From an optimization exercise on the open Yosys and OpenROAD flow, aimed at small area and a short achievable clock period; shortcuts taken in it are not production practice.
At most, simulation tests tie the RTL to the original design; equivalence was not proved.
For run 1, only the layout was checked, not whether the RTL still works.
No activity file was given, so power comes from the tool's default toggle rates.

==> flow/design.v (outline; a module is shown in full before it is edited, if it fits) <==
// module mac_16bit: 724 lines
module mac_16bit(out_rounded,md,mr,clk,rst);
  // ...
==> flow/run.sh <==
#!/bin/bash
# synth_recipe.tcl (not shown) runs the flow's synth.tcl, then flattens the netlist and writes it again
# the make line also repeats each setting of config.mk as NAME=value (left out here)
make -C /OpenROAD-flow-scripts/flow DESIGN_CONFIG=/design/flow/config.mk WORK_HOME=/design/flow/orfs CLKGATE_MAP_FILE= SYNTH_SCRIPT=/design/flow/synth_recipe.tcl finish
==> flow/config.mk <==
export PLATFORM = sky130hd
export DESIGN_NAME = mac_16bit
export DESIGN_NICKNAME = mac_16bit
export VERILOG_FILES = /design/flow/design.v
export SDC_FILE = /design/flow/constraint.sdc
export NUM_CORES = 4
export LEC_CHECK = 0
export CAP_MARGIN = 20
export CORE_MARGIN = 2
export CORE_UTILIZATION = 40
export SETUP_SLACK_MARGIN = 3.6
export SLEW_MARGIN = 20
==> flow/constraint.sdc <==
create_clock -name core_clock -period 6.9 [get_ports {clk}]
set_input_delay 1.3800 -clock core_clock [delete_from_list [all_inputs] [get_ports {clk}]]
set_output_delay 1.3800 -clock core_clock [all_outputs]
set_load 0.01 [all_outputs]
==> results.yml, run 1 <==
clocking:
  cts_setup_buffers: 0
  cts_max_level: 4
power:
  p_sw_share_pct: 40.6
  p_int_uw: 3340
  seq_power_share_pct: 29.4
  power_density_nw_per_um2: 422
  share_comb_of_total_power_pct: 52.4
  power_uw: 5630
die:
  rows: 63
  fp.dieH_um: 176
  io_pins: 61
  initial_utilization_pct: 40.4
final_layout:
  nClkBuffers: 17
  diodes: 0
  fin_cells: 1563
  fillCellCount: 2730
  multi_input_area_share_pct: 56.4
place:
  gp_congestion: 0.833
global_routing:
  busiest_layer: "met2"
  grt_pass1_vias: 8123
  grt_util_met3_pct: 3.88
yosys:
  synth_most_common_cell: "dfxtp_1"
  seq_area_frac_synth_pct: 31.2
  synth_mux_area_share_pct: 0.285
  ys_async_sr_fraction_pct: 0
  synth.top_cell.area_share_pct: 31.2
routing:
  wl_per_cell_um: 16.3
  wirelength_met1_um: 12000
  via_count: 7946
  drtIter0Drc: 571
setup_path:
  cp-startpoint: "TWO[2]$_DFF_P_"
  reg2reg_depth: 6
  cpMostUsedCell: "fa_1"
  cp_num_buf_inv: 0
  critical_path.startpoint_type: "flop"
min_path:
  hold_class: "reg -> reg"
sta:
  rsz0062_at_grt: "no"
  worstMarginPinSlew_ps: 805
  fin_skew_ps: 15.7
run_status:
  outcome: "timing/DRC/antenna clean"
==> inputs of run 2 (changes only) <==
--- a/flow/design.v
+++ b/flow/design.v
@@ -296,418 +296,447 @@
 wire k1_g429, k1_p437; assign {k1_g429, k1_p437} = {1'b0, bs324} + {1'b0, bc323};
 wire k1_g430, k1_p438; assign {k1_g430, k1_p438} = {1'b0, bs326} + {1'b0, bc325};
 wire k1_g431, k1_p439; assign {k1_g431, k1_p439} = {1'b0, bs328} + {1'b0, bc327};
 wire k1_g432, k1_p440; assign {k1_g432, k1_p440} = {1'b0, bs330} + {1'b0, bc329};
 wire k1_g433, k1_p441; assign {k1_g433, k1_p441} = {1'b0, bs332} + {1'b0, bc331};
 wire k1_g434, k1_p442; assign {k1_g434, k1_p442} = {1'b0, bs334} + {1'b0, bc333};
 wire k1_g435, k1_p443; assign {k1_g435, k1_p443} = {1'b0, bs336} + {1'b0, bc335};
 wire k1_g436, k1_p444; assign {k1_g436, k1_p444} = {1'b0, bs338} + {1'b0, bc337};
-wire k1_g445 = k1_g429 | (k1_p437 & CB[0]);
-wire k1_G446 = k1_g430 | (k1_p438 & k1_g445);
-wire k1_P447 = k1_p438 & k1_p437;
-wire k1_G448 = k1_g431 | (k1_p439 & k1_g430);
-wire k1_P449 = k1_p439 & k1_p438;
-wire k1_G450 = k1_g432 | (k1_p440 & k1_g431);
-wire k1_P451 = k1_p440 & k1_p439;
-wire k1_G452 = k1_g433 | (k1_p441 & k1_g432);
-wire k1_P453 = k1_p441 & k1_p440;
-wire k1_G454 = k1_g434 | (k1_p442 & k1_g433);
-wire k1_P455 = k1_p442 & k1_p441;
-wire k1_G456 = k1_g435 | (k1_p443 & k1_g434);
-wire k1_P457 = k1_p443 & k1_p442;
-wire k1_G458 = k1_g436 | (k1_p444 & k1_g435);
-wire k1_P459 = k1_p444 & k1_p443;
-wire k1_G460 = k1_G448 | (k1_P449 & k1_g445);
-wire k1_P461 = k1_P449 & k1_p437;
-wire k1_G462 = k1_G450 | (k1_P451 & k1_G446);
-wire k1_P463 = k1_P451 & k1_P447;
-wire k1_G464 = k1_G452 | (k1_P453 & k1_G448);
-wire k1_P465 = k1_P453 & k1_P449;
-wire k1_G466 = k1_G454 | (k1_P455 & k1_G450);
-wire k1_P467 = k1_P455 & k1_P451;
-wire k1_G468 = k1_G456 | (k1_P457 & k1_G452);
-wire k1_P469 = k1_P457 & k1_P453;
-wire k1_G470 = k1_G458 | (k1_P459 & k1_G454);
-wire k1_P471 = k1_P459 & k1_P455;
-wire k1_G472 = k1_G464 | (k1_P465 & k1_g445);
-wire k1_P473 = k1_P465 & k1_p437;
-wire k1_G474 = k1_G466 | (k1_P467 & k1_G446);
-wire k1_P475 = k1_P467 & k1_P447;
-wire k1_G476 = k1_G468 | (k1_P469 & k1_G460);
-wire k1_P477 = k1_P469 & k1_P461;
-wire k1_G478 = k1_G470 | (k1_P471 & k1_G462);
-wire k1_P479 = k1_P471 & k1_P463;
-wire k1_s480 = k1_p437 ^ CB[0];
-wire k1_s481 = k1_p438 ^ k1_g445;
-wire k1_s482 = k1_p439 ^ k1_G446;
-wire k1_s483 = k1_p440 ^ k1_G460;
-wire k1_s484 = k1_p441 ^ k1_G462;
-wire k1_s485 = k1_p442 ^ k1_G472;
-wire k1_s486 = k1_p443 ^ k1_G474;
-wire k1_s487 = k1_p444 ^ k1_G476;
-wire k2_g488, k2_p496; assign {k2_g488, k2_p496} = {1'b0, bs340} + {1'b0, bc339};
-wire k2_g489, k2_p497; assign {k2_g489, k2_p497} = {1'b0, bs342} + {1'b0, bc341};
-wire k2_g490, k2_p498; assign {k2_g490, k2_p498} = {1'b0, bs344} + {1'b0, bc343};
-wire k2_g491, k2_p499; assign {k2_g491, k2_p499} = {1'b0, bs346} + {1'b0, bc345};
-wire k2_g492, k2_p500; assign {k2_g492, k2_p500} = {1'b0, bs348} + {1'b0, bc347};
-wire k2_g493, k2_p501; assign {k2_g493, k2_p501} = {1'b0, bs350} + {1'b0, bc349};
-wire k2_g494, k2_p502; assign {k2_g494, k2_p502} = {1'b0, bs352} + {1'b0, bc351};
-wire k2_g495, k2_p503; assign {k2_g495, k2_p503} = {1'b0, bs354} + {1'b0, bc353};
-wire k2_g504 = k2_g488 | (k2_p496 & CB[1]);
-wire k2_G505 = k2_g489 | (k2_p497 & k2_g504);
-wire k2_P506 = k2_p497 & k2_p496;
-wire k2_G507 = k2_g490 | (k2_p498 & k2_g489);
-wire k2_P508 = k2_p498 & k2_p497;
-wire k2_G509 = k2_g491 | (k2_p499 & k2_g490);
-wire k2_P510 = k2_p499 & k2_p498;
-wire k2_G511 = k2_g492 | (k2_p500 & k2_g491);
-wire k2_P512 = k2_p500 & k2_p499;
-wire k2_G513 = k2_g493 | (k2_p501 & k2_g492);
-wire k2_P514 = k2_p501 & k2_p500;
-wire k2_G515 = k2_g494 | (k2_p502 & k2_g493);
-wire k2_P516 = k2_p502 & k2_p501;
-wire k2_G517 = k2_g495 | (k2_p503 & k2_g494);
-wire k2_P518 = k2_p503 & k2_p502;
-wire k2_G519 = k2_G507 | (k2_P508 & k2_g504);
-wire k2_P520 = k2_P508 & k2_p496;
-wire k2_G521 = k2_G509 | (k2_P510 & k2_G505);
-wire k2_P522 = k2_P510 & k2_P506;
-wire k2_G523 = k2_G511 | (k2_P512 & k2_G507);
-wire k2_P524 = k2_P512 & k2_P508;
-wire k2_G525 = k2_G513 | (k2_P514 & k2_G509);
-wire k2_P526 = k2_P514 & k2_P510;
+wire k1_G445 = k1_g430 | (k1_p438 & k1_g429);
+wire k1_P446 = k1_p438 & k1_p437;
+wire k1_G447 = k1_g431 | (k1_p439 & k1_g430);
+wire k1_P448 = k1_p439 & k1_p438;
+wire k1_G449 = k1_g432 | (k1_p440 & k1_g431);
+wire k1_P450 = k1_p440 & k1_p439;
+wire k1_G451 = k1_g433 | (k1_p441 & k1_g432);
+wire k1_P452 = k1_p441 & k1_p440;
+wire k1_G453 = k1_g434 | (k1_p442 & k1_g433);
+wire k1_P454 = k1_p442 & k1_p441;
+wire k1_G455 = k1_g435 | (k1_p443 & k1_g434);
+wire k1_P456 = k1_p443 & k1_p442;
+wire k1_G457 = k1_g436 | (k1_p444 & k1_g435);
+wire k1_P458 = k1_p444 & k1_p443;
+wire k1_G459 = k1_G447 | (k1_P448 & k1_g429);
+wire k1_P460 = k1_P448 & k1_p437;
+wire k1_G461 = k1_G449 | (k1_P450 & k1_G445);
+wire k1_P462 = k1_P450 & k1_P446;
+wire k1_G463 = k1_G451 | (k1_P452 & k1_G447);
+wire k1_P464 = k1_P452 & k1_P448;
+wire k1_G465 = k1_G453 | (k1_P454 & k1_G449);
+wire k1_P466 = k1_P454 & k1_P450;
+wire k1_G467 = k1_G455 | (k1_P456 & k1_G451);
+wire k1_P468 = k1_P456 & k1_P452;
+wire k1_G469 = k1_G457 | (k1_P458 & k1_G453);
+wire k1_P470 = k1_P458 & k1_P454;
+wire k1_G471 = k1_G463 | (k1_P464 & k1_g429);
+wire k1_P472 = k1_P464 & k1_p437;
+wire k1_G473 = k1_G465 | (k1_P466 & k1_G445);
+wire k1_P474 = k1_P466 & k1_P446;
+wire k1_G475 = k1_G467 | (k1_P468 & k1_G459);
+wire k1_P476 = k1_P468 & k1_P460;
+wire k1_G477 = k1_G469 | (k1_P470 & k1_G461);
+wire k1_P478 = k1_P470 & k1_P462;
+wire k1_s479 = k1_p437 ^ CB[0];
+wire k1_c480 = k1_g429 | (k1_p437 & CB[0]);
+wire k1_s481 = k1_p438 ^ k1_c480;
+wire k1_c482 = k1_G445 | (k1_P446 & CB[0]);
+wire k1_s483 = k1_p439 ^ k1_c482;
+wire k1_c484 = k1_G459 | (k1_P460 & CB[0]);
+wire k1_s485 = k1_p440 ^ k1_c484;
+wire k1_c486 = k1_G461 | (k1_P462 & CB[0]);
+wire k1_s487 = k1_p441 ^ k1_c486;
+wire k1_c488 = k1_G471 | (k1_P472 & CB[0]);
+wire k1_s489 = k1_p442 ^ k1_c488;
+wire k1_c490 = k1_G473 | (k1_P474 & CB[0]);
+wire k1_s491 = k1_p443 ^ k1_c490;
+wire k1_c492 = k1_G475 | (k1_P476 & CB[0]);
+wire k1_s493 = k1_p444 ^ k1_c492;
+wire k1_co494 = k1_G477 | (k1_P478 & CB[0]);
+wire k2_g495, k2_p503; assign {k2_g495, k2_p503} = {1'b0, bs340} + {1'b0, bc339};
+wire k2_g496, k2_p504; assign {k2_g496, k2_p504} = {1'b0, bs342} + {1'b0, bc341};
+wire k2_g497, k2_p505; assign {k2_g497, k2_p505} = {1'b0, bs344} + {1'b0, bc343};
+wire k2_g498, k2_p506; assign {k2_g498, k2_p506} = {1'b0, bs346} + {1'b0, bc345};
+wire k2_g499, k2_p507; assign {k2_g499, k2_p507} = {1'b0, bs348} + {1'b0, bc347};
+wire k2_g500, k2_p508; assign {k2_g500, k2_p508} = {1'b0, bs350} + {1'b0, bc349};
+wire k2_g501, k2_p509; assign {k2_g501, k2_p509} = {1'b0, bs352} + {1'b0, bc351};
+wire k2_g502, k2_p510; assign {k2_g502, k2_p510} = {1'b0, bs354} + {1'b0, bc353};
+wire k2_G511 = k2_g496 | (k2_p504 & k2_g495);
+wire k2_P512 = k2_p504 & k2_p503;
+wire k2_G513 = k2_g497 | (k2_p505 & k2_g496);
+wire k2_P514 = k2_p505 & k2_p504;
+wire k2_G515 = k2_g498 | (k2_p506 & k2_g497);
+wire k2_P516 = k2_p506 & k2_p505;
+wire k2_G517 = k2_g499 | (k2_p507 & k2_g498);
+wire k2_P518 = k2_p507 & k2_p506;
+wire k2_G519 = k2_g500 | (k2_p508 & k2_g499);
+wire k2_P520 = k2_p508 & k2_p507;
+wire k2_G521 = k2_g501 | (k2_p509 & k2_g500);
+wire k2_P522 = k2_p509 & k2_p508;
+wire k2_G523 = k2_g502 | (k2_p510 & k2_g501);
+wire k2_P524 = k2_p510 & k2_p509;
+wire k2_G525 = k2_G513 | (k2_P514 & k2_g495);
+wire k2_P526 = k2_P514 & k2_p503;
 wire k2_G527 = k2_G515 | (k2_P516 & k2_G511);
 wire k2_P528 = k2_P516 & k2_P512;
 wire k2_G529 = k2_G517 | (k2_P518 & k2_G513);
 wire k2_P530 = k2_P518 & k2_P514;
-wire k2_G531 = k2_G523 | (k2_P524 & k2_g504);
-wire k2_P532 = k2_P524 & k2_p496;
-wire k2_G533 = k2_G525 | (k2_P526 & k2_G505);
-wire k2_P534 = k2_P526 & k2_P506;
-wire k2_G535 = k2_G527 | (k2_P528 & k2_G519);
-wire k2_P536 = k2_P528 & k2_P520;
-wire k2_G537 = k2_G529 | (k2_P530 & k2_G521);
-wire k2_P538 = k2_P530 & k2_P522;
-wire k2_s539 = k2_p496 ^ CB[1];
-wire k2_s540 = k2_p497 ^ k2_g504;
-wire k2_s541 = k2_p498 ^ k2_G505;
-wire k2_s542 = k2_p499 ^ k2_G519;
-wire k2_s543 = k2_p500 ^ k2_G521;
-wire k2_s544 = k2_p501 ^ k2_G531;
-wire k2_s545 = k2_p502 ^ k2_G533;
-wire k2_s546 = k2_p503 ^ k2_G535;
-wire k3_g547, k3_p555; assign {k3_g547, k3_p555} = {1'b0, bs356} + {1'b0, bc355};
-wire k3_g548, k3_p556; assign {k3_g548, k3_p556} = {1'b0, bs358} + {1'b0, bc357};
-wire k3_g549, k3_p557; assign {k3_g549, k3_p557} = {1'b0, bs360} + {1'b0, bc359};
-wire k3_g550, k3_p558; assign {k3_g550, k3_p558} = {1'b0, bs362} + {1'b0, bc361};
-wire k3_g551, k3_p559; assign {k3_g551, k3_p559} = {1'b0, bs364} + {1'b0, bc363};
-wire k3_g552, k3_p560; assign {k3_g552, k3_p560} = {1'b0, bs366} + {1'b0, bc365};
-wire k3_g553, k3_p561; assign {k3_g553, k3_p561} = {1'b0, bs368} + {1'b0, bc367};
-wire k3_g554, k3_p562; assign {k3_g554, k3_p562} = {1'b0, bs370} + {1'b0, bc369};
-wire k3_g563 = k3_g547 | (k3_p555 & CB[2]);
-wire k3_G564 = k3_g548 | (k3_p556 & k3_g563);
-wire k3_P565 = k3_p556 & k3_p555;
-wire k3_G566 = k3_g549 | (k3_p557 & k3_g548);
-wire k3_P567 = k3_p557 & k3_p556;
-wire k3_G568 = k3_g550 | (k3_p558 & k3_g549);
-wire k3_P569 = k3_p558 & k3_p557;
-wire k3_G570 = k3_g551 | (k3_p559 & k3_g550);
-wire k3_P571 = k3_p559 & k3_p558;
-wire k3_G572 = k3_g552 | (k3_p560 & k3_g551);
-wire k3_P573 = k3_p560 & k3_p559;
-wire k3_G574 = k3_g553 | (k3_p561 & k3_g552);
-wire k3_P575 = k3_p561 & k3_p560;
-wire k3_G576 = k3_g554 | (k3_p562 & k3_g553);
-wire k3_P577 = k3_p562 & k3_p561;
-wire k3_G578 = k3_G566 | (k3_P567 & k3_g563);
-wire k3_P579 = k3_P567 & k3_p555;
-wire k3_G580 = k3_G568 | (k3_P569 & k3_G564);
-wire k3_P581 = k3_P569 & k3_P565;
-wire k3_G582 = k3_G570 | (k3_P571 & k3_G566);
-wire k3_P583 = k3_P571 & k3_P567;
-wire k3_G584 = k3_G572 | (k3_P573 & k3_G568);
-wire k3_P585 = k3_P573 & k3_P569;
-wire k3_G586 = k3_G574 | (k3_P575 & k3_G570);
-wire k3_P587 = k3_P575 & k3_P571;
-wire k3_G588 = k3_G576 | (k3_P577 & k3_G572);
-wire k3_P589 = k3_P577 & k3_P573;
-wire k3_G590 = k3_G582 | (k3_P583 & k3_g563);
-wire k3_P591 = k3_P583 & k3_p555;
-wire k3_G592 = k3_G584 | (k3_P585 & k3_G564);
-wire k3_P593 = k3_P585 & k3_P565;
-wire k3_G594 = k3_G586 | (k3_P587 & k3_G578);
-wire k3_P595 = k3_P587 & k3_P579;
-wire k3_G596 = k3_G588 | (k3_P589 & k3_G580);
-wire k3_P597 = k3_P589 & k3_P581;
-wire k3_s598 = k3_p555 ^ CB[2];
-wire k3_s599 = k3_p556 ^ k3_g563;
-wire k3_s600 = k3_p557 ^ k3_G564;
-wire k3_s601 = k3_p558 ^ k3_G578;
-wire k3_s602 = k3_p559 ^ k3_G580;
-wire k3_s603 = k3_p560 ^ k3_G590;
-wire k3_s604 = k3_p561 ^ k3_G592;
-wire k3_s605 = k3_p562 ^ k3_G594;
-wire k4_g606, k4_p614; assign {k4_g606, k4_p614} = {1'b0, A[32]} + {1'b0, yhi[0]};
-wire k4_g607, k4_p615; assign {k4_g607, k4_p615} = {1'b0, A[33]} + {1'b0, yhi[1]};
-wire k4_g608, k4_p616; assign {k4_g608, k4_p616} = {1'b0, A[34]} + {1'b0, yhi[2]};
-wire k4_g609, k4_p617; assign {k4_g609, k4_p617} = {1'b0, A[35]} + {1'b0, yhi[3]};
-wire k4_g610, k4_p618; assign {k4_g610, k4_p618} = {1'b0, A[36]} + {1'b0, yhi[4]};
-wire k4_g611, k4_p619; assign {k4_g611, k4_p619} = {1'b0, A[37]} + {1'b0, yhi[5]};
-wire k4_g612, k4_p620; assign {k4_g612, k4_p620} = {1'b0, A[38]} + {1'b0, yhi[6]};
-wire k4_g613, k4_p621; assign {k4_g613, k4_p621} = {1'b0, A[39]} + {1'b0, yhi[7]};
-wire k4_g622 = k4_g606 | (k4_p614 & CB[3]);
-wire k4_G623 = k4_g607 | (k4_p615 & k4_g622);
-wire k4_P624 = k4_p615 & k4_p614;
-wire k4_G625 = k4_g608 | (k4_p616 & k4_g607);
-wire k4_P626 = k4_p616 & k4_p615;
-wire k4_G627 = k4_g609 | (k4_p617 & k4_g608);
-wire k4_P628 = k4_p617 & k4_p616;
-wire k4_G629 = k4_g610 | (k4_p618 & k4_g609);
-wire k4_P630 = k4_p618 & k4_p617;
-wire k4_G631 = k4_g611 | (k4_p619 & k4_g610);
-wire k4_P632 = k4_p619 & k4_p618;
-wire k4_G633 = k4_g612 | (k4_p620 & k4_g611);
-wire k4_P634 = k4_p620 & k4_p619;
-wire k4_G635 = k4_g613 | (k4_p621 & k4_g612);
-wire k4_P636 = k4_p621 & k4_p620;
-wire k4_G637 = k4_G625 | (k4_P626 & k4_g622);
-wire k4_P638 = k4_P626 & k4_p614;
-wire k4_G639 = k4_G627 | (k4_P628 & k4_G623);
-wire k4_P640 = k4_P628 & k4_P624;
-wire k4_G641 = k4_G629 | (k4_P630 & k4_G625);
-wire k4_P642 = k4_P630 & k4_P626;
-wire k4_G643 = k4_G631 | (k4_P632 & k4_G627);
-wire k4_P644 = k4_P632 & k4_P628;
-wire k4_G645 = k4_G633 | (k4_P634 & k4_G629);
-wire k4_P646 = k4_P634 & k4_P630;
-wire k4_G647 = k4_G635 | (k4_P636 & k4_G631);
-wire k4_P648 = k4_P636 & k4_P632;
-wire k4_G649 = k4_G641 | (k4_P642 & k4_g622);
-wire k4_P650 = k4_P642 & k4_p614;
-wire k4_G651 = k4_G643 | (k4_P644 & k4_G623);
-wire k4_P652 = k4_P644 & k4_P624;
-wire k4_G653 = k4_G645 | (k4_P646 & k4_G637);
-wire k4_P654 = k4_P646 & k4_P638;
-wire k4_G655 = k4_G647 | (k4_P648 & k4_G639);
-wire k4_P656 = k4_P648 & k4_P640;
-wire k4_s657 = k4_p614 ^ CB[3];
-wire k4_s658 = k4_p615 ^ k4_g622;
-wire k4_s659 = k4_p616 ^ k4_G623;
-wire k4_s660 = k4_p617 ^ k4_G637;
-wire k4_s661 = k4_p618 ^ k4_G639;
-wire k4_s662 = k4_p619 ^ k4_G649;
-wire k4_s663 = k4_p620 ^ k4_G651;
-wire k4_s664 = k4_p621 ^ k4_G653;
-wire [39:0] sum = {k4_s664, k4_s663, k4_s662, k4_s661, k4_s660, k4_s659, k4_s658, k4_s657, k3_s605, k3_s604, k3_s603, k3_s602, k3_s601, k3_s600, k3_s599, k3_s598, k2_s546, k2_s545, k2_s544, k2_s543, k2_s542, k2_s541, k2_s540, k2_s539, k1_s487, k1_s486, k1_s485, k1_s484, k1_s483, k1_s482, k1_s481, k1_s480, k0_s428, k0_s427, k0_s426, k0_s425, k0_s424, k0_s423, k0_s422, k0_s421};
-wire [3:0] cbnext = {k3_G596, k2_G537, k1_G478, k0_G419};
+wire k2_G531 = k2_G519 | (k2_P520 & k2_G515);
+wire k2_P532 = k2_P520 & k2_P516;
+wire k2_G533 = k2_G521 | (k2_P522 & k2_G517);
+wire k2_P534 = k2_P522 & k2_P518;
+wire k2_G535 = k2_G523 | (k2_P524 & k2_G519);
+wire k2_P536 = k2_P524 & k2_P520;
+wire k2_G537 = k2_G529 | (k2_P530 & k2_g495);
+wire k2_P538 = k2_P530 & k2_p503;
+wire k2_G539 = k2_G531 | (k2_P532 & k2_G511);
+wire k2_P540 = k2_P532 & k2_P512;
+wire k2_G541 = k2_G533 | (k2_P534 & k2_G525);
+wire k2_P542 = k2_P534 & k2_P526;
+wire k2_G543 = k2_G535 | (k2_P536 & k2_G527);
+wire k2_P544 = k2_P536 & k2_P528;
+wire k2_s545 = k2_p503 ^ CB[1];
+wire k2_c546 = k2_g495 | (k2_p503 & CB[1]);
+wire k2_s547 = k2_p504 ^ k2_c546;
+wire k2_c548 = k2_G511 | (k2_P512 & CB[1]);
+wire k2_s549 = k2_p505 ^ k2_c548;
+wire k2_c550 = k2_G525 | (k2_P526 & CB[1]);
+wire k2_s551 = k2_p506 ^ k2_c550;
+wire k2_c552 = k2_G527 | (k2_P528 & CB[1]);
+wire k2_s553 = k2_p507 ^ k2_c552;
+wire k2_c554 = k2_G537 | (k2_P538 & CB[1]);
+wire k2_s555 = k2_p508 ^ k2_c554;
+wire k2_c556 = k2_G539 | (k2_P540 & CB[1]);
+wire k2_s557 = k2_p509 ^ k2_c556;
+wire k2_c558 = k2_G541 | (k2_P542 & CB[1]);
+wire k2_s559 = k2_p510 ^ k2_c558;
+wire k2_co560 = k2_G543 | (k2_P544 & CB[1]);
+wire k3_g561, k3_p569; assign {k3_g561, k3_p569} = {1'b0, bs356} + {1'b0, bc355};
+wire k3_g562, k3_p570; assign {k3_g562, k3_p570} = {1'b0, bs358} + {1'b0, bc357};
+wire k3_g563, k3_p571; assign {k3_g563, k3_p571} = {1'b0, bs360} + {1'b0, bc359};
+wire k3_g564, k3_p572; assign {k3_g564, k3_p572} = {1'b0, bs362} + {1'b0, bc361};
+wire k3_g565, k3_p573; assign {k3_g565, k3_p573} = {1'b0, bs364} + {1'b0, bc363};
+wire k3_g566, k3_p574; assign {k3_g566, k3_p574} = {1'b0, bs366} + {1'b0, bc365};
+wire k3_g567, k3_p575; assign {k3_g567, k3_p575} = {1'b0, bs368} + {1'b0, bc367};
+wire k3_g568, k3_p576; assign {k3_g568, k3_p576} = {1'b0, bs370} + {1'b0, bc369};
+wire k3_G577 = k3_g562 | (k3_p570 & k3_g561);
+wire k3_P578 = k3_p570 & k3_p569;
+wire k3_G579 = k3_g563 | (k3_p571 & k3_g562);
+wire k3_P580 = k3_p571 & k3_p570;
+wire k3_G581 = k3_g564 | (k3_p572 & k3_g563);
+wire k3_P582 = k3_p572 & k3_p571;
+wire k3_G583 = k3_g565 | (k3_p573 & k3_g564);
+wire k3_P584 = k3_p573 & k3_p572;
+wire k3_G585 = k3_g566 | (k3_p574 & k3_g565);
+wire k3_P586 = k3_p574 & k3_p573;
+wire k3_G587 = k3_g567 | (k3_p575 & k3_g566);
+wire k3_P588 = k3_p575 & k3_p574;
+wire k3_G589 = k3_g568 | (k3_p576 & k3_g567);
+wire k3_P590 = k3_p576 & k3_p575;
+wire k3_G591 = k3_G579 | (k3_P580 & k3_g561);
+wire k3_P592 = k3_P580 & k3_p569;
+wire k3_G593 = k3_G581 | (k3_P582 & k3_G577);
+wire k3_P594 = k3_P582 & k3_P578;
+wire k3_G595 = k3_G583 | (k3_P584 & k3_G579);
+wire k3_P596 = k3_P584 & k3_P580;
+wire k3_G597 = k3_G585 | (k3_P586 & k3_G581);
+wire k3_P598 = k3_P586 & k3_P582;
+wire k3_G599 = k3_G587 | (k3_P588 & k3_G583);
+wire k3_P600 = k3_P588 & k3_P584;
+wire k3_G601 = k3_G589 | (k3_P590 & k3_G585);
+wire k3_P602 = k3_P590 & k3_P586;
+wire k3_G603 = k3_G595 | (k3_P596 & k3_g561);
+wire k3_P604 = k3_P596 & k3_p569;
+wire k3_G605 = k3_G597 | (k3_P598 & k3_G577);
+wire k3_P606 = k3_P598 & k3_P578;
+wire k3_G607 = k3_G599 | (k3_P600 & k3_G591);
+wire k3_P608 = k3_P600 & k3_P592;
+wire k3_G609 = k3_G601 | (k3_P602 & k3_G593);
+wire k3_P610 = k3_P602 & k3_P594;
+wire k3_s611 = k3_p569 ^ CB[2];
+wire k3_c612 = k3_g561 | (k3_p569 & CB[2]);
+wire k3_s613 = k3_p570 ^ k3_c612;
+wire k3_c614 = k3_G577 | (k3_P578 & CB[2]);
+wire k3_s615 = k3_p571 ^ k3_c614;
+wire k3_c616 = k3_G591 | (k3_P592 & CB[2]);
+wire k3_s617 = k3_p572 ^ k3_c616;
+wire k3_c618 = k3_G593 | (k3_P594 & CB[2]);
+wire k3_s619 = k3_p573 ^ k3_c618;
+wire k3_c620 = k3_G603 | (k3_P604 & CB[2]);
+wire k3_s621 = k3_p574 ^ k3_c620;
+wire k3_c622 = k3_G605 | (k3_P606 & CB[2]);
+wire k3_s623 = k3_p575 ^ k3_c622;
+wire k3_c624 = k3_G607 | (k3_P608 & CB[2]);
+wire k3_s625 = k3_p576 ^ k3_c624;
+wire k3_co626 = k3_G609 | (k3_P610 & CB[2]);
+wire k4_g627, k4_p635; assign {k4_g627, k4_p635} = {1'b0, A[32]} + {1'b0, yhi[0]};
+wire k4_g628, k4_p636; assign {k4_g628, k4_p636} = {1'b0, A[33]} + {1'b0, yhi[1]};
+wire k4_g629, k4_p637; assign {k4_g629, k4_p637} = {1'b0, A[34]} + {1'b0, yhi[2]};
+wire k4_g630, k4_p638; assign {k4_g630, k4_p638} = {1'b0, A[35]} + {1'b0, yhi[3]};
+wire k4_g631, k4_p639; assign {k4_g631, k4_p639} = {1'b0, A[36]} + {1'b0, yhi[4]};
+wire k4_g632, k4_p640; assign {k4_g632, k4_p640} = {1'b0, A[37]} + {1'b0, yhi[5]};
+wire k4_g633, k4_p641; assign {k4_g633, k4_p641} = {1'b0, A[38]} + {1'b0, yhi[6]};
+wire k4_g634, k4_p642; assign {k4_g634, k4_p642} = {1'b0, A[39]} + {1'b0, yhi[7]};
+wire k4_G643 = k4_g628 | (k4_p636 & k4_g627);
+wire k4_P644 = k4_p636 & k4_p635;
+wire k4_G645 = k4_g629 | (k4_p637 & k4_g628);
+wire k4_P646 = k4_p637 & k4_p636;
+wire k4_G647 = k4_g630 | (k4_p638 & k4_g629);
+wire k4_P648 = k4_p638 & k4_p637;
+wire k4_G649 = k4_g631 | (k4_p639 & k4_g630);
+wire k4_P650 = k4_p639 & k4_p638;
+wire k4_G651 = k4_g632 | (k4_p640 & k4_g631);
+wire k4_P652 = k4_p640 & k4_p639;
+wire k4_G653 = k4_g633 | (k4_p641 & k4_g632);
+wire k4_P654 = k4_p641 & k4_p640;
+wire k4_G655 = k4_g634 | (k4_p642 & k4_g633);
+wire k4_P656 = k4_p642 & k4_p641;
+wire k4_G657 = k4_G645 | (k4_P646 & k4_g627);
+wire k4_P658 = k4_P646 & k4_p635;
+wire k4_G659 = k4_G647 | (k4_P648 & k4_G643);
+wire k4_P660 = k4_P648 & k4_P644;
+wire k4_G661 = k4_G649 | (k4_P650 & k4_G645);
+wire k4_P662 = k4_P650 & k4_P646;
+wire k4_G663 = k4_G651 | (k4_P652 & k4_G647);
+wire k4_P664 = k4_P652 & k4_P648;
+wire k4_G665 = k4_G653 | (k4_P654 & k4_G649);
+wire k4_P666 = k4_P654 & k4_P650;
+wire k4_G667 = k4_G655 | (k4_P656 & k4_G651);
+wire k4_P668 = k4_P656 & k4_P652;
+wire k4_G669 = k4_G661 | (k4_P662 & k4_g627);
+wire k4_P670 = k4_P662 & k4_p635;
+wire k4_G671 = k4_G663 | (k4_P664 & k4_G643);
+wire k4_P672 = k4_P664 & k4_P644;
+wire k4_G673 = k4_G665 | (k4_P666 & k4_G657);
+wire k4_P674 = k4_P666 & k4_P658;
+wire k4_G675 = k4_G667 | (k4_P668 & k4_G659);
+wire k4_P676 = k4_P668 & k4_P660;
+wire k4_s677 = k4_p635 ^ CB[3];
+wire k4_c678 = k4_g627 | (k4_p635 & CB[3]);
+wire k4_s679 = k4_p636 ^ k4_c678;
+wire k4_c680 = k4_G643 | (k4_P644 & CB[3]);
+wire k4_s681 = k4_p637 ^ k4_c680;
+wire k4_c682 = k4_G657 | (k4_P658 & CB[3]);
+wire k4_s683 = k4_p638 ^ k4_c682;
+wire k4_c684 = k4_G659 | (k4_P660 & CB[3]);
+wire k4_s685 = k4_p639 ^ k4_c684;
+wire k4_c686 = k4_G669 | (k4_P670 & CB[3]);
+wire k4_s687 = k4_p640 ^ k4_c686;
+wire k4_c688 = k4_G671 | (k4_P672 & CB[3]);
+wire k4_s689 = k4_p641 ^ k4_c688;
+wire k4_c690 = k4_G673 | (k4_P674 & CB[3]);
+wire k4_s691 = k4_p642 ^ k4_c690;
+wire k4_co692 = k4_G675 | (k4_P676 & CB[3]);
+wire [39:0] sum = {k4_s691, k4_s689, k4_s687, k4_s685, k4_s683, k4_s681, k4_s679, k4_s677, k3_s625, k3_s623, k3_s621, k3_s619, k3_s617, k3_s615, k3_s613, k3_s611, k2_s559, k2_s557, k2_s555, k2_s553, k2_s551, k2_s549, k2_s547, k2_s545, k1_s493, k1_s491, k1_s489, k1_s487, k1_s485, k1_s483, k1_s481, k1_s479, k0_s428, k0_s427, k0_s426, k0_s425, k0_s424, k0_s423, k0_s422, k0_s421};
+wire [3:0] cbnext = {k3_co626, k2_co560, k1_co494, k0_G419};
 wire [13:0] L = {1'b0, A[12:0]} + {5'd0, CB[0], 8'd0};
 wire c13 = L[13];
 wire up = L[12] & ((A[13] ^ c13) | (|L[11:0]));
-wire rg665, rp692; assign {rg665, rp692} = {1'b0, A[13]} + {1'b0, c13};
-wire rg666 = 1'b0; wire rp693 = A[14];
-wire rg667 = 1'b0; wire rp694 = A[15];
-wire rg668, rp695; assign {rg668, rp695} = {1'b0, A[16]} + {1'b0, CB[1]};
-wire rg669 = 1'b0; wire rp696 = A[17];
-wire rg670 = 1'b0; wire rp697 = A[18];
-wire rg671 = 1'b0; wire rp698 = A[19];
-wire rg672 = 1'b0; wire rp699 = A[20];
-wire rg673 = 1'b0; wire rp700 = A[21];
-wire rg674 = 1'b0; wire rp701 = A[22];
-wire rg675 = 1'b0; wire rp702 = A[23];
-wire rg676, rp703; assign {rg676, rp703} = {1'b0, A[24]} + {1'b0, CB[2]};
-wire rg677 = 1'b0; wire rp704 = A[25];
-wire rg678 = 1'b0; wire rp705 = A[26];
-wire rg679 = 1'b0; wire rp706 = A[27];
-wire rg680 = 1'b0; wire rp707 = A[28];
-wire rg681 = 1'b0; wire rp708 = A[29];
-wire rg682 = 1'b0; wire rp709 = A[30];
-wire rg683 = 1'b0; wire rp710 = A[31];
-wire rg684, rp711; assign {rg684, rp711} = {1'b0, A[32]} + {1'b0, CB[3]};
-wire rg685 = 1'b0; wire rp712 = A[33];
-wire rg686 = 1'b0; wire rp713 = A[34];
-wire rg687 = 1'b0; wire rp714 = A[35];
-wire rg688 = 1'b0; wire rp715 = A[36];
-wire rg689 = 1'b0; wire rp716 = A[37];
-wire rg690 = 1'b0; wire rp717 = A[38];
-wire rg691 = 1'b0; wire rp718 = A[39];
-wire rG719 = rg666 | (rp693 & rg665);
-wire rP720 = rp693 & rp692;
-wire rG721 = rg668 | (rp695 & rg667);
-wire rP722 = rp695 & rp694;
-wire rG723 = rg670 | (rp697 & rg669);
-wire rP724 = rp697 & rp696;
-wire rG725 = rg672 | (rp699 & rg671);
-wire rP726 = rp699 & rp698;
-wire rG727 = rg674 | (rp701 & rg673);
-wire rP728 = rp701 & rp700;
-wire rG729 = rg676 | (rp703 & rg675);
-wire rP730 = rp703 & rp702;
-wire rG731 = rg678 | (rp705 & rg677);
-wire rP732 = rp705 & rp704;
-wire rG733 = rg680 | (rp707 & rg679);
-wire rP734 = rp707 & rp706;
-wire rG735 = rg682 | (rp709 & rg681);
-wire rP736 = rp709 & rp708;
-wire rG737 = rg684 | (rp711 & rg683);
-wire rP738 = rp711 & rp710;
-wire rG739 = rg686 | (rp713 & rg685);
-wire rP740 = rp713 & rp712;
-wire rG741 = rg688 | (rp715 & rg687);
-wire rP742 = rp715 & rp714;
-wire rG743 = rg690 | (rp717 & rg689);
-wire rP744 = rp717 & rp716;
-wire rG745 = rg667 | (rp694 & rG719);
-wire rP746 = rp694 & rP720;
-wire rG747 = rG721 | (rP722 & rG719);
-wire rP748 = rP722 & rP720;
-wire rG749 = rg671 | (rp698 & rG723);
-wire rP750 = rp698 & rP724;
-wire rG751 = rG725 | (rP726 & rG723);
-wire rP752 = rP726 & rP724;
-wire rG753 = rg675 | (rp702 & rG727);
-wire rP754 = rp702 & rP728;
-wire rG755 = rG729 | (rP730 & rG727);
-wire rP756 = rP730 & rP728;
-wire rG757 = rg679 | (rp706 & rG731);
-wire rP758 = rp706 & rP732;
-wire rG759 = rG733 | (rP734 & rG731);
-wire rP760 = rP734 & rP732;
-wire rG761 = rg683 | (rp710 & rG735);
-wire rP762 = rp710 & rP736;
-wire rG763 = rG737 | (rP738 & rG735);
-wire rP764 = rP738 & rP736;
-wire rG765 = rg687 | (rp714 & rG739);
-wire rP766 = rp714 & rP740;
-wire rG767 = rG741 | (rP742 & rG739);
-wire rP768 = rP742 & rP740;
-wire rG769 = rg691 | (rp718 & rG743);
-wire rP770 = rp718 & rP744;
-wire rG771 = rg669 | (rp696 & rG747);
-wire rP772 = rp696 & rP748;
-wire rG773 = rG723 | (rP724 & rG747);
-wire rP774 = rP724 & rP748;
+wire rg693, rp720; assign {rg693, rp720} = {1'b0, A[13]} + {1'b0, c13};
+wire rg694 = 1'b0; wire rp721 = A[14];
+wire rg695 = 1'b0; wire rp722 = A[15];
+wire rg696, rp723; assign {rg696, rp723} = {1'b0, A[16]} + {1'b0, CB[1]};
+wire rg697 = 1'b0; wire rp724 = A[17];
+wire rg698 = 1'b0; wire rp725 = A[18];
+wire rg699 = 1'b0; wire rp726 = A[19];
+wire rg700 = 1'b0; wire rp727 = A[20];
+wire rg701 = 1'b0; wire rp728 = A[21];
+wire rg702 = 1'b0; wire rp729 = A[22];
+wire rg703 = 1'b0; wire rp730 = A[23];
+wire rg704, rp731; assign {rg704, rp731} = {1'b0, A[24]} + {1'b0, CB[2]};
+wire rg705 = 1'b0; wire rp732 = A[25];
+wire rg706 = 1'b0; wire rp733 = A[26];
+wire rg707 = 1'b0; wire rp734 = A[27];
+wire rg708 = 1'b0; wire rp735 = A[28];
+wire rg709 = 1'b0; wire rp736 = A[29];
+wire rg710 = 1'b0; wire rp737 = A[30];
+wire rg711 = 1'b0; wire rp738 = A[31];
+wire rg712, rp739; assign {rg712, rp739} = {1'b0, A[32]} + {1'b0, CB[3]};
+wire rg713 = 1'b0; wire rp740 = A[33];
+wire rg714 = 1'b0; wire rp741 = A[34];
+wire rg715 = 1'b0; wire rp742 = A[35];
+wire rg716 = 1'b0; wire rp743 = A[36];
+wire rg717 = 1'b0; wire rp744 = A[37];
+wire rg718 = 1'b0; wire rp745 = A[38];
+wire rg719 = 1'b0; wire rp746 = A[39];
+wire rG747 = rg694 | (rp721 & rg693);
+wire rP748 = rp721 & rp720;
+wire rG749 = rg696 | (rp723 & rg695);
+wire rP750 = rp723 & rp722;
+wire rG751 = rg698 | (rp725 & rg697);
+wire rP752 = rp725 & rp724;
+wire rG753 = rg700 | (rp727 & rg699);
+wire rP754 = rp727 & rp726;
+wire rG755 = rg702 | (rp729 & rg701);
+wire rP756 = rp729 & rp728;
+wire rG757 = rg704 | (rp731 & rg703);
+wire rP758 = rp731 & rp730;
+wire rG759 = rg706 | (rp733 & rg705);
+wire rP760 = rp733 & rp732;
+wire rG761 = rg708 | (rp735 & rg707);
+wire rP762 = rp735 & rp734;
+wire rG763 = rg710 | (rp737 & rg709);
+wire rP764 = rp737 & rp736;
+wire rG765 = rg712 | (rp739 & rg711);
+wire rP766 = rp739 & rp738;
+wire rG767 = rg714 | (rp741 & rg713);
+wire rP768 = rp741 & rp740;
+wire rG769 = rg716 | (rp743 & rg715);
+wire rP770 = rp743 & rp742;
+wire rG771 = rg718 | (rp745 & rg717);
+wire rP772 = rp745 & rp744;
+wire rG773 = rg695 | (rp722 & rG747);
+wire rP774 = rp722 & rP748;
 wire rG775 = rG749 | (rP750 & rG747);
 wire rP776 = rP750 & rP748;
-wire rG777 = rG751 | (rP752 & rG747);
-wire rP778 = rP752 & rP748;
-wire rG779 = rg677 | (rp704 & rG755);
-wire rP780 = rp704 & rP756;
-wire rG781 = rG731 | (rP732 & rG755);
-wire rP782 = rP732 & rP756;
+wire rG777 = rg699 | (rp726 & rG751);
+wire rP778 = rp726 & rP752;
+wire rG779 = rG753 | (rP754 & rG751);
+wire rP780 = rP754 & rP752;
+wire rG781 = rg703 | (rp730 & rG755);
+wire rP782 = rp730 & rP756;
 wire rG783 = rG757 | (rP758 & rG755);
 wire rP784 = rP758 & rP756;
-wire rG785 = rG759 | (rP760 & rG755);
-wire rP786 = rP760 & rP756;
-wire rG787 = rg685 | (rp712 & rG763);
-wire rP788 = rp712 & rP764;
-wire rG789 = rG739 | (rP740 & rG763);
-wire rP790 = rP740 & rP764;
+wire rG785 = rg707 | (rp734 & rG759);
+wire rP786 = rp734 & rP760;
+wire rG787 = rG761 | (rP762 & rG759);
+wire rP788 = rP762 & rP760;
+wire rG789 = rg711 | (rp738 & rG763);
+wire rP790 = rp738 & rP764;
 wire rG791 = rG765 | (rP766 & rG763);
 wire rP792 = rP766 & rP764;
-wire rG793 = rG767 | (rP768 & rG763);
-wire rP794 = rP768 & rP764;
-wire rG795 = rg673 | (rp700 & rG777);
-wire rP796 = rp700 & rP778;
-wire rG797 = rG727 | (rP728 & rG777);
-wire rP798 = rP728 & rP778;
-wire rG799 = rG753 | (rP754 & rG777);
-wire rP800 = rP754 & rP778;
-wire rG801 = rG755 | (rP756 & rG777);
-wire rP802 = rP756 & rP778;
-wire rG803 = rG779 | (rP780 & rG777);
-wire rP804 = rP780 & rP778;
-wire rG805 = rG781 | (rP782 & rG777);
-wire rP806 = rP782 & rP778;
-wire rG807 = rG783 | (rP784 & rG777);
-wire rP808 = rP784 & rP778;
-wire rG809 = rG785 | (rP786 & rG777);
-wire rP810 = rP786 & rP778;
-wire rG811 = rg689 | (rp716 & rG793);
-wire rP812 = rp716 & rP794;
-wire rG813 = rG743 | (rP744 & rG793);
-wire rP814 = rP744 & rP794;
-wire rG815 = rG769 | (rP770 & rG793);
-wire rP816 = rP770 & rP794;
-wire rG817 = rg681 | (rp708 & rG809);
-wire rP818 = rp708 & rP810;
-wire rG819 = rG735 | (rP736 & rG809);
-wire rP820 = rP736 & rP810;
-wire rG821 = rG761 | (rP762 & rG809);
-wire rP822 = rP762 & rP810;
-wire rG823 = rG763 | (rP764 & rG809);
-wire rP824 = rP764 & rP810;
-wire rG825 = rG787 | (rP788 & rG809);
-wire rP826 = rP788 & rP810;
-wire rG827 = rG789 | (rP790 & rG809);
-wire rP828 = rP790 & rP810;
-wire rG829 = rG791 | (rP792 & rG809);
-wire rP830 = rP792 & rP810;
-wire rG831 = rG793 | (rP794 & rG809);
-wire rP832 = rP794 & rP810;
-wire rG833 = rG811 | (rP812 & rG809);
-wire rP834 = rP812 & rP810;
-wire rG835 = rG813 | (rP814 & rG809);
-wire rP836 = rP814 & rP810;
-wire rG837 = rG815 | (rP816 & rG809);
-wire rP838 = rP816 & rP810;
-wire rs839 = rp692 ^ up;
-wire rc840 = rg665 | (rp692 & up);
-wire rs841 = rp693 ^ rc840;
-wire rc842 = rG719 | (rP720 & up);
-wire rs843 = rp694 ^ rc842;
-wire rc844 = rG745 | (rP746 & up);
-wire rs845 = rp695 ^ rc844;
-wire rc846 = rG747 | (rP748 & up);
-wire rs847 = rp696 ^ rc846;
-wire rc848 = rG771 | (rP772 & up);
-wire rs849 = rp697 ^ rc848;
-wire rc850 = rG773 | (rP774 & up);
-wire rs851 = rp698 ^ rc850;
-wire rc852 = rG775 | (rP776 & up);
-wire rs853 = rp699 ^ rc852;
-wire rc854 = rG777 | (rP778 & up);
-wire rs855 = rp700 ^ rc854;
-wire rc856 = rG795 | (rP796 & up);
-wire rs857 = rp701 ^ rc856;
-wire rc858 = rG797 | (rP798 & up);
-wire rs859 = rp702 ^ rc858;
-wire rc860 = rG799 | (rP800 & up);
-wire rs861 = rp703 ^ rc860;
-wire rc862 = rG801 | (rP802 & up);
-wire rs863 = rp704 ^ rc862;
-wire rc864 = rG803 | (rP804 & up);
-wire rs865 = rp705 ^ rc864;
-wire rc866 = rG805 | (rP806 & up);
-wire rs867 = rp706 ^ rc866;
-wire rc868 = rG807 | (rP808 & up);
-wire rs869 = rp707 ^ rc868;
-wire rc870 = rG809 | (rP810 & up);
-wire rs871 = rp708 ^ rc870;
-wire rc872 = rG817 | (rP818 & up);
-wire rs873 = rp709 ^ rc872;
-wire rc874 = rG819 | (rP820 & up);
-wire rs875 = rp710 ^ rc874;
-wire rc876 = rG821 | (rP822 & up);
-wire rs877 = rp711 ^ rc876;
-wire rc878 = rG823 | (rP824 & up);
-wire rs879 = rp712 ^ rc878;
-wire rc880 = rG825 | (rP826 & up);
-wire rs881 = rp713 ^ rc880;
-wire rc882 = rG827 | (rP828 & up);
-wire rs883 = rp714 ^ rc882;
-wire rc884 = rG829 | (rP830 & up);
-wire rs885 = rp715 ^ rc884;
-wire rc886 = rG831 | (rP832 & up);
-wire rs887 = rp716 ^ rc886;
-wire rc888 = rG833 | (rP834 & up);
-wire rs889 = rp717 ^ rc888;
-wire rc890 = rG835 | (rP836 & up);
-wire rs891 = rp718 ^ rc890;
-wire [26:0] rnd = {rs891, rs889, rs887, rs885, rs883, rs881, rs879, rs877, rs875, rs873, rs871, rs869, rs867, rs865, rs863, rs861, rs859, rs857, rs855, rs853, rs851, rs849, rs847, rs845, rs843, rs841, rs839};
+wire rG793 = rg715 | (rp742 & rG767);
+wire rP794 = rp742 & rP768;
+wire rG795 = rG769 | (rP770 & rG767);
+wire rP796 = rP770 & rP768;
+wire rG797 = rg719 | (rp746 & rG771);
+wire rP798 = rp746 & rP772;
+wire rG799 = rg697 | (rp724 & rG775);
+wire rP800 = rp724 & rP776;
+wire rG801 = rG751 | (rP752 & rG775);
+wire rP802 = rP752 & rP776;
+wire rG803 = rG777 | (rP778 & rG775);
+wire rP804 = rP778 & rP776;
+wire rG805 = rG779 | (rP780 & rG775);
+wire rP806 = rP780 & rP776;
+wire rG807 = rg705 | (rp732 & rG783);
+wire rP808 = rp732 & rP784;
+wire rG809 = rG759 | (rP760 & rG783);
+wire rP810 = rP760 & rP784;
+wire rG811 = rG785 | (rP786 & rG783);
+wire rP812 = rP786 & rP784;
+wire rG813 = rG787 | (rP788 & rG783);
+wire rP814 = rP788 & rP784;
+wire rG815 = rg713 | (rp740 & rG791);
+wire rP816 = rp740 & rP792;
+wire rG817 = rG767 | (rP768 & rG791);
+wire rP818 = rP768 & rP792;
+wire rG819 = rG793 | (rP794 & rG791);
+wire rP820 = rP794 & rP792;
+wire rG821 = rG795 | (rP796 & rG791);
+wire rP822 = rP796 & rP792;
+wire rG823 = rg701 | (rp728 & rG805);
+wire rP824 = rp728 & rP806;
+wire rG825 = rG755 | (rP756 & rG805);
+wire rP826 = rP756 & rP806;
+wire rG827 = rG781 | (rP782 & rG805);
+wire rP828 = rP782 & rP806;
+wire rG829 = rG783 | (rP784 & rG805);
+wire rP830 = rP784 & rP806;
+wire rG831 = rG807 | (rP808 & rG805);
+wire rP832 = rP808 & rP806;
+wire rG833 = rG809 | (rP810 & rG805);
+wire rP834 = rP810 & rP806;
+wire rG835 = rG811 | (rP812 & rG805);
+wire rP836 = rP812 & rP806;
+wire rG837 = rG813 | (rP814 & rG805);
+wire rP838 = rP814 & rP806;
+wire rG839 = rg717 | (rp744 & rG821);
+wire rP840 = rp744 & rP822;
+wire rG841 = rG771 | (rP772 & rG821);
+wire rP842 = rP772 & rP822;
+wire rG843 = rG797 | (rP798 & rG821);
+wire rP844 = rP798 & rP822;
+wire rG845 = rg709 | (rp736 & rG837);
+wire rP846 = rp736 & rP838;
+wire rG847 = rG763 | (rP764 & rG837);
+wire rP848 = rP764 & rP838;
+wire rG849 = rG789 | (rP790 & rG837);
+wire rP850 = rP790 & rP838;
+wire rG851 = rG791 | (rP792 & rG837);
+wire rP852 = rP792 & rP838;
+wire rG853 = rG815 | (rP816 & rG837);
+wire rP854 = rP816 & rP838;
+wire rG855 = rG817 | (rP818 & rG837);
+wire rP856 = rP818 & rP838;
+wire rG857 = rG819 | (rP820 & rG837);
+wire rP858 = rP820 & rP838;
+wire rG859 = rG821 | (rP822 & rG837);
+wire rP860 = rP822 & rP838;
+wire rG861 = rG839 | (rP840 & rG837);
+wire rP862 = rP840 & rP838;
+wire rG863 = rG841 | (rP842 & rG837);
+wire rP864 = rP842 & rP838;
+wire rG865 = rG843 | (rP844 & rG837);
+wire rP866 = rP844 & rP838;
+wire rs867 = rp720 ^ up;
+wire rc868 = rg693 | (rp720 & up);
+wire rs869 = rp721 ^ rc868;
+wire rc870 = rG747 | (rP748 & up);
+wire rs871 = rp722 ^ rc870;
+wire rc872 = rG773 | (rP774 & up);
+wire rs873 = rp723 ^ rc872;
+wire rc874 = rG775 | (rP776 & up);
+wire rs875 = rp724 ^ rc874;
+wire rc876 = rG799 | (rP800 & up);
+wire rs877 = rp725 ^ rc876;
+wire rc878 = rG801 | (rP802 & up);
+wire rs879 = rp726 ^ rc878;
+wire rc880 = rG803 | (rP804 & up);
+wire rs881 = rp727 ^ rc880;
+wire rc882 = rG805 | (rP806 & up);
+wire rs883 = rp728 ^ rc882;
+wire rc884 = rG823 | (rP824 & up);
+wire rs885 = rp729 ^ rc884;
+wire rc886 = rG825 | (rP826 & up);
+wire rs887 = rp730 ^ rc886;
+wire rc888 = rG827 | (rP828 & up);
+wire rs889 = rp731 ^ rc888;
+wire rc890 = rG829 | (rP830 & up);
+wire rs891 = rp732 ^ rc890;
+wire rc892 = rG831 | (rP832 & up);
+wire rs893 = rp733 ^ rc892;
+wire rc894 = rG833 | (rP834 & up);
+wire rs895 = rp734 ^ rc894;
+wire rc896 = rG835 | (rP836 & up);
+wire rs897 = rp735 ^ rc896;
+wire rc898 = rG837 | (rP838 & up);
+wire rs899 = rp736 ^ rc898;
+wire rc900 = rG845 | (rP846 & up);
+wire rs901 = rp737 ^ rc900;
+wire rc902 = rG847 | (rP848 & up);
+wire rs903 = rp738 ^ rc902;
+wire rc904 = rG849 | (rP850 & up);
+wire rs905 = rp739 ^ rc904;
+wire rc906 = rG851 | (rP852 & up);
+wire rs907 = rp740 ^ rc906;
+wire rc908 = rG853 | (rP854 & up);
+wire rs909 = rp741 ^ rc908;
+wire rc910 = rG855 | (rP856 & up);
+wire rs911 = rp742 ^ rc910;
+wire rc912 = rG857 | (rP858 & up);
+wire rs913 = rp743 ^ rc912;
+wire rc914 = rG859 | (rP860 & up);
+wire rs915 = rp744 ^ rc914;
+wire rc916 = rG861 | (rP862 & up);
+wire rs917 = rp745 ^ rc916;
+wire rc918 = rG863 | (rP864 & up);
+wire rs919 = rp746 ^ rc918;
+wire rco920 = rG865 | (rP866 & up);
+wire [26:0] rnd = {rs919, rs917, rs915, rs913, rs911, rs909, rs907, rs905, rs903, rs901, rs899, rs897, rs895, rs893, rs891, rs889, rs887, rs885, rs883, rs881, rs879, rs877, rs875, rs873, rs871, rs869, rs867};
 always @(posedge clk) begin
   MD <= md;
   ONE <= one_n;
   TWO <= two_n;
   NEG <= neg_n;
   P <= pnext;
   z1 <= zero;
   r1 <= !rst;
==> flow/config.mk (replaced) <==
export PLATFORM = sky130hd
export DESIGN_NAME = mac_16bit
export DESIGN_NICKNAME = mac_16bit
export VERILOG_FILES = /design/flow/design.v
export SDC_FILE = /design/flow/constraint.sdc
export NUM_CORES = 4
export LEC_CHECK = 0
export CAP_MARGIN = 20
export CORE_MARGIN = 2
export CORE_UTILIZATION = 40
export SETUP_SLACK_MARGIN = 4.0
export SLEW_MARGIN = 20
==> run 2 against run 1 <==
  * Combinational power is essentially flat
  * Critical path type unchanged
  * Critical path depth is the same
  * Area after synthesis grew 0.26%
  * Clock power is essentially flat
  * First-iteration DRC count grew 24%
  * Die area grew 0.26%
==> results.yml, run 2 <==
yosys:
  ys_async_sr_fraction_pct: 0
  ys.flop_type: "dfxtp_1"
  synth-edff-count: 0
  synth_top_cell_by_area: "dfxtp_1"
  seq_area_frac_synth_pct: 31.1
  syn_inst: 1158
  synth_most_common_cell: "dfxtp_1"
  syn_area_um2: 11900
  synth-warning-count: 1
  synth.top_cell.area_share_pct: 31.1
  ys_seq_elements: 185
  syn_avg_cell_area_um2: 10.3
  synth_cell_types: 50
  synth.top_cells.by_area: "dfxtp_1, fa_1, xnor2_1, ha_1, a22oi_1"
  synth_common_cells: "dfxtp_1, xnor2_1, a22oi_1"
  synthesis.nets: 1388
final_layout:
  syn_to_final_growth_pct: 21.3
  drive_above_1_share_pct: 18.2
  multi_input_area_um2: 7860
  largestRegisters: "P x61, A x40, out_rounded x27"
  fin_cells: 1646
  largest_reg_flops: 61
  layout_common_cells: "dfxtp_1, xnor2_1, fa_1, a22oi_1"
  fillCellCount: 2676
  diodes: 0
  largest-register: "P"
  nets: 1473
  ff_latch_area_um2: 3840
  final_common_cell: "dfxtp_1"
  finish.utilization_pct: 49.0
sta:
  drv_slew: 0
  clock.fmax_ghz: 0.340
  setup_violations: 0
  setup_tns_ps: 0
  worstMarginPinSlew_ps: 567
  min_period_over_period_pct: 42.6
  rsz0062_at_grt: "yes"
  finalCriticalPeriod_ps: 2940
  fin_skew_ps: 16.6
  hold_viol: 0
  slew_headroom_pct: 62.2
place:
  dp_cells: 1529
  gp_congestion: 0.890
  dp_hpwl_um: 18900
  io_buffers: 60
die:
  io_pins: 61
  die-width_um: 176
  die-area_um2: 31100
  core_um2: 29500
  rows: 63
  initial_utilization_pct: 40.4
  fp.dieH_um: 176
power:
  peakVddDrop_mv: 0.212
  leakagePower_uw: 0.00589
  power_density_nw_per_um2: 389
clocking:
  clock_tree.buffer_depth: 2
  cts.reportedPaths.clkPinSlew_ps: 90
  numCtsBuffers: 17
  ctsRootBufferMaster: "clkbuf_16"
  cts_max_level: 4
  clock-sinks: 185
  tritoncts: "yes"
  clk_latency_ps: 440
routing:
  drc_errors: 0
  first_pass_iters: 7
  wirelength_um: 27200
  drtIter0Drc: 706
  ant_nets: 0
  viasPerCell: 5.13
  via_count: 8450
  wl_per_cell_um: 16.6
global_routing:
  busiest_layer: "met2"
  grt.total_usage_pct: 18.1
  antenna_found_initial: 0
  gr-total-overflow: 0
  grt_pass1_wl_um: 44700
  gr-usage-met1_pct: 26.1
  grt_pass1_vias: 8408
  grt_util_met3_pct: 3.81
  met2_usage_pct: 26.9
  grt_max_degree: 28
setup_path:
  critPathKind: "reg -> reg"
  end_kind: "flop"
  critical_path.startpoint_type: "flop"
  arrival_ps: 3250
  path_max_fanout: 10
  required_ps: 7220
run_status:
  outcome: "timing/DRC/antenna clean"
job:
  maxCapViolCount: 0
min_path:
  hold_class: "reg -> reg"
==> run 2: cell count changes after synthesis, sizes merged, moves of 5 or more <==
cell   previous run  this run
nand3            11        16
mux2i             0        13
or3               7        15
xor2             37        29
nand2            35        52
nor2             84        54
inv              89        81
a21oi            18        26
nor3             15         9
nor2b            23         8
and3              2         8
a21o             11        17
==> run 2: report_power, final <==
part / switching (uW) / internal, uW
clock network: 525 / 511
registers: 259 / 1370
logic: 1480 / 1460
total: 2270 / 3350
==> run 2: metrics by stage <==
stage	cell area [um2]	setup slack [ps]	hold WS (ps)	total power [uW]
after detailed placement	12800	3390	314	4530
final	14400	3960	340	5620
after CTS	14000	3970	342	5620
after global routing	14400	3880	359	6220
after floorplan	12300	3970	310	3880
after global placement	12800	3430	318	4420
==> run 2: repair_timing <==
action,CTS,global route
hold buffers,0,0
pin swaps,3,13
gates cloned,0,1
setup endpoints to repair,37,32
setup buffers,46,38
resized for setup,79,33
==> run 2: worst paths after layout <==
| kind | start | depth (start not counted) | endpoint | slack, ps |
|---|---|---|---|---|
| max | TWO[2]$_DFF_P_ | 6 | P[35]$_DFF_P_ | 3960 |
| min | r1$_DFF_P_ | 0 | z2$_DFF_P_ | 340 |
| max reg2reg | TWO[2]$_DFF_P_ | 6 | P[35]$_DFF_P_ | 3960 |
| min reg2reg | r1$_DFF_P_ | 0 | z2$_DFF_P_ | 340 |
==> run 2: critical path, cell delays in order, from the launching register on <==
cell,delay (ps)
dfxtp_4,420
a22oi_2,210
xnor2_1,120
fa_1,640
fa_2,480
fa_1,540
fa_1,410
==> run 2: kinds of logic after synthesis <==
group	share of synthesized area, %
and+or+nand+nor	8.21
muxes	1.38
AOI/OAI and AO/OA	12.9
DFF	31.1
buffers and inverters	5.23
adders and majority gates	28.1
xor gates and xnor gates	13.0
==> run 2: layout make-up <==
type                    count  share of cell area, %
clock inverters            15                   1.53
inverters                  81                   2.11
repair buffers            148                   8.97
clock buffers              17                   2.95
flip-flops and latches    185                   26.6
multi-input cells         810                   54.5
well taps                 390                   3.38
==> run 2: metal layers <==
metal / up-vias / routed length [um] / part of all wire (%)
met5: - / 0 / 0
li1: 4070 / - / -
met2: 313 / 11800 / 43
met3: 53 / 1840 / 6.8
met4: 0 / 758 / 2.8
met1: 4014 / 12900 / 47
==> inputs of run 3 (changes only) <==
--- a/flow/config.mk
+++ b/flow/config.mk
@@ -9,4 +9,4 @@
 export CORE_MARGIN = 2
 export CORE_UTILIZATION = 40
-export SETUP_SLACK_MARGIN = 4.0
+export SETUP_SLACK_MARGIN = 3.8
 export SLEW_MARGIN = 20
==> run 3 against run 2 <==
  * Via count fell by 5.5%
  * Sequential power is essentially flat
  * Largest power group unchanged
  * Still clean on timing, DRC and antenna
  * Maximum frequency shrank 2.5%
  * Design area fell by 7.1%
  * Area after synthesis did not move
  * Clock skew down 6.5 ps
==> results.yml, run 3 <==
run_status:
  outcome: "timing/DRC/antenna clean"
setup_path:
  crit_cells: 5
  critPathKind: "reg -> reg"
  crit_chain: "xor2_1, fa_1, fa_1, fa_1, fa_1"
  cpMostUsedCell: "fa_1"
  required_ps: 7220
  reg2reg_depth: 5
  arrival_ps: 3330
  cp_num_buf_inv: 0
  cpMaxStageDelayCell: "dfxtp_2"
  end_kind: "flop"
  path_max_fanout: 17
  critical_path.startpoint_type: "flop"
  crit_family: "adder cells"
  crit_path_max_incr_delay_ps: 660
place:
  dpl_worst_slack_ps: 3490
  dp_hpwl_um: 18800
  place_area_um2: 12700
  io_buffers: 60
  gp_congestion: 0.868
yosys:
  synth.top_cells.by_area: "dfxtp_1, fa_1, xnor2_1, ha_1, a22oi_1"
  seq_area_frac_synth_pct: 31.1
  ys_seq_elements: 185
  ys.flop_type: "dfxtp_1"
  synth_common_cells: "dfxtp_1, xnor2_1, a22oi_1"
  synth-edff-count: 0
  synth_cell_types: 50
  synth-warning-count: 1
  syn_area_um2: 11900
  syn_avg_cell_area_um2: 10.3
  synth_most_common_cell: "dfxtp_1"
  synth.top_cell.area_share_pct: 31.1
  syn_inst: 1158
  synthesis.nets: 1388
  synth_top_cell_by_area: "dfxtp_1"
  ys_async_sr_fraction_pct: 0
final_layout:
  largest-register: "P"
  finish.utilization_pct: 45.5
  diodes: 0
  largest_reg_flops: 61
  nets: 1387
  drive_above_1_share_pct: 7.53
  final_common_cell: "dfxtp_1"
  syn_to_final_growth_pct: 12.7
  finalInstanceArea_um2: 13400
  largestRegisters: "P x61, A x40, out_rounded x27"
  layout_common_cells: "dfxtp_1, xnor2_1, a22oi_1, fa_1, inv_1"
sta:
  hold_viol: 0
  setup_violations: 0
  finalCriticalPeriod_ps: 3010
  whs_ps: 342
  drv_slew: 0
  worstMarginPinSlew_ps: 858
  setup_tns_ps: 0
  fin_skew_ps: 10.2
  min_period_over_period_pct: 43.7
  slew_headroom_pct: 42.8
  fin_ws_ps: 3890
  rsz0062_at_grt: "yes"
  clock.fmax_ghz: 0.332
clocking:
  clk_latency_ps: 440
  postCtsHoldBufs: 0
  ctsRootBufferMaster: "clkbuf_16"
  clock-sinks: 185
  tritoncts: "yes"
  numCtsBuffers: 17
  cts_max_level: 4
  cts.reportedPaths.clkPinSlew_ps: 60
  clock_tree.buffer_depth: 2
routing:
  via_count: 7986
  drc_errors: 0
  drtIter0Drc: 514
  wl_per_cell_um: 16.3
  first_pass_iters: 7
  wirelength_um: 25300
  viasPerCell: 5.13
  ant_nets: 0
global_routing:
  grt_max_degree: 28
  antenna_found_initial: 0
  grt_pass1_vias: 8043
  grt.total_usage_pct: 17.2
  grt_pass1_wl_um: 42000
  gr-total-overflow: 0
power:
  leakagePower_uw: 0.00540
  peakVddDrop_mv: 0.251
  power_density_nw_per_um2: 405
job:
  maxCapViolCount: 0
die:
  initial_utilization_pct: 40.4
  die-area_um2: 31100
  rows: 63
  die-width_um: 176
  io_pins: 61
  core_um2: 29500
  fp.dieH_um: 176
min_path:
  whs_path_depth: 0
  hold_class: "reg -> reg"
## run 3: area by class of cell
| type | count | area, um2 |
|---|---|---|
| Sequential cell | 185 | 3830 |
| Clock inverter | 11 | 111 |
| Multi-Input combinational cell | 809 | 7590 |
| Inverter | 81 | 304 |
| Clock buffer | 19 | 453 |
| Tap cell | 390 | 488 |
| Timing Repair Buffer | 63 | 631 |
| Fill cell | 2759 | 16100 |
## run 3: cell families (layout without fill, tap and decap cells)
group / Yosys count / count (layout) / share of synthesized area [%]
XOR/XNOR: 177 / 177 / 13.0
multiplexers: 16 / 16 / 1.38
adder cells (fa/ha/maj): 196 / 196 / 28.1
flip-flops: 185 / 185 / 31.1
AO/OA/AOI/OAI: 223 / 223 / 12.9
AND/OR/NAND/NOR: 197 / 197 / 8.21
buffers and inverters: 164 / 174 / 5.23
## run 3: repair_timing
item | CTS | global route
buffers inserted | 0 | 0
endpoints found under the hold margin | 0 | 0
endpoints found under the setup margin | 31 | 21
resized for setup | 38 | 35
## run 3: path summary, 6_finish.rpt
| kind | from | endpoint | slack [ps] |
|---|---|---|---|
| hold / removal | r1$_DFF_P_ | z2$_DFF_P_ | 340 |
| hold reg to reg | r1$_DFF_P_ | z2$_DFF_P_ | 340 |
| setup / recovery | NEG[2]$_DFF_P_ | P[39]$_DFF_P_ | 3890 |
| setup reg to reg | NEG[2]$_DFF_P_ | P[39]$_DFF_P_ | 3890 |
## run 3: per-stage QoR
step	cells	total power (uW)
floorplan	1158	3850
global placement	1528	4420
detailed placement	1528	4530
CTS	1558	5510
global route	1558	6020
finish	1558	5430
## run 3: power by group
| part | switching, uW | leakage, uW | total, uW | internal [uW] |
|---|---|---|---|---|
| sequential | 274 | 0.00155 | 1650 | 1370 |
| combinational | 1440 | 0.00357 | 2840 | 1400 |
| clock | 428 | 0.000278 | 947 | 519 |
## run 3: layer usage
layer	part of all wire (%)	vias up	wire length [um]	GRT usage, %
met3	6.3	26	1610	3.88
met5	0	-	0	0
met1	48	3843	12300	24.5
met4	1.5	0	383	4.75
li1	-	3895	-	-
met2	44	222	11100	26.3

what the ideal ports hide:
The results above use ideal ports. As a check the final layouts listed here were re-extracted and re-timed, cells and wires unchanged.
Step 1 sets driving cells, clkbuf_16 on the clock port and buf_2 on the other inputs (assumed; they add their load-dependent delay and slew).
Step 2, shift: input delay + t, output delay - t, t = (earliest + latest rising clock arrival at the registers) / 2. This alone moves slack from input paths to output paths.
Three values: ideal, step 1, step 2; two values: the first two.
run	shift t [ns]	setup slack, ns	worst data-port slew with drivers (ns)	pins driven straight from the clock port
run 1	0.477	3.710 / 3.710 / 3.710	0.03	1
run 2	0.482	3.962 / 3.962 / 3.702	0.03	1
run 3	0.482	3.886 / 3.886 / 3.641	0.03	1
After both steps setup and hold are still met in every run listed. The setup slack of run 2, which loses most, moves by 0.000 ns with the drivers and by -0.260 ns with both steps.
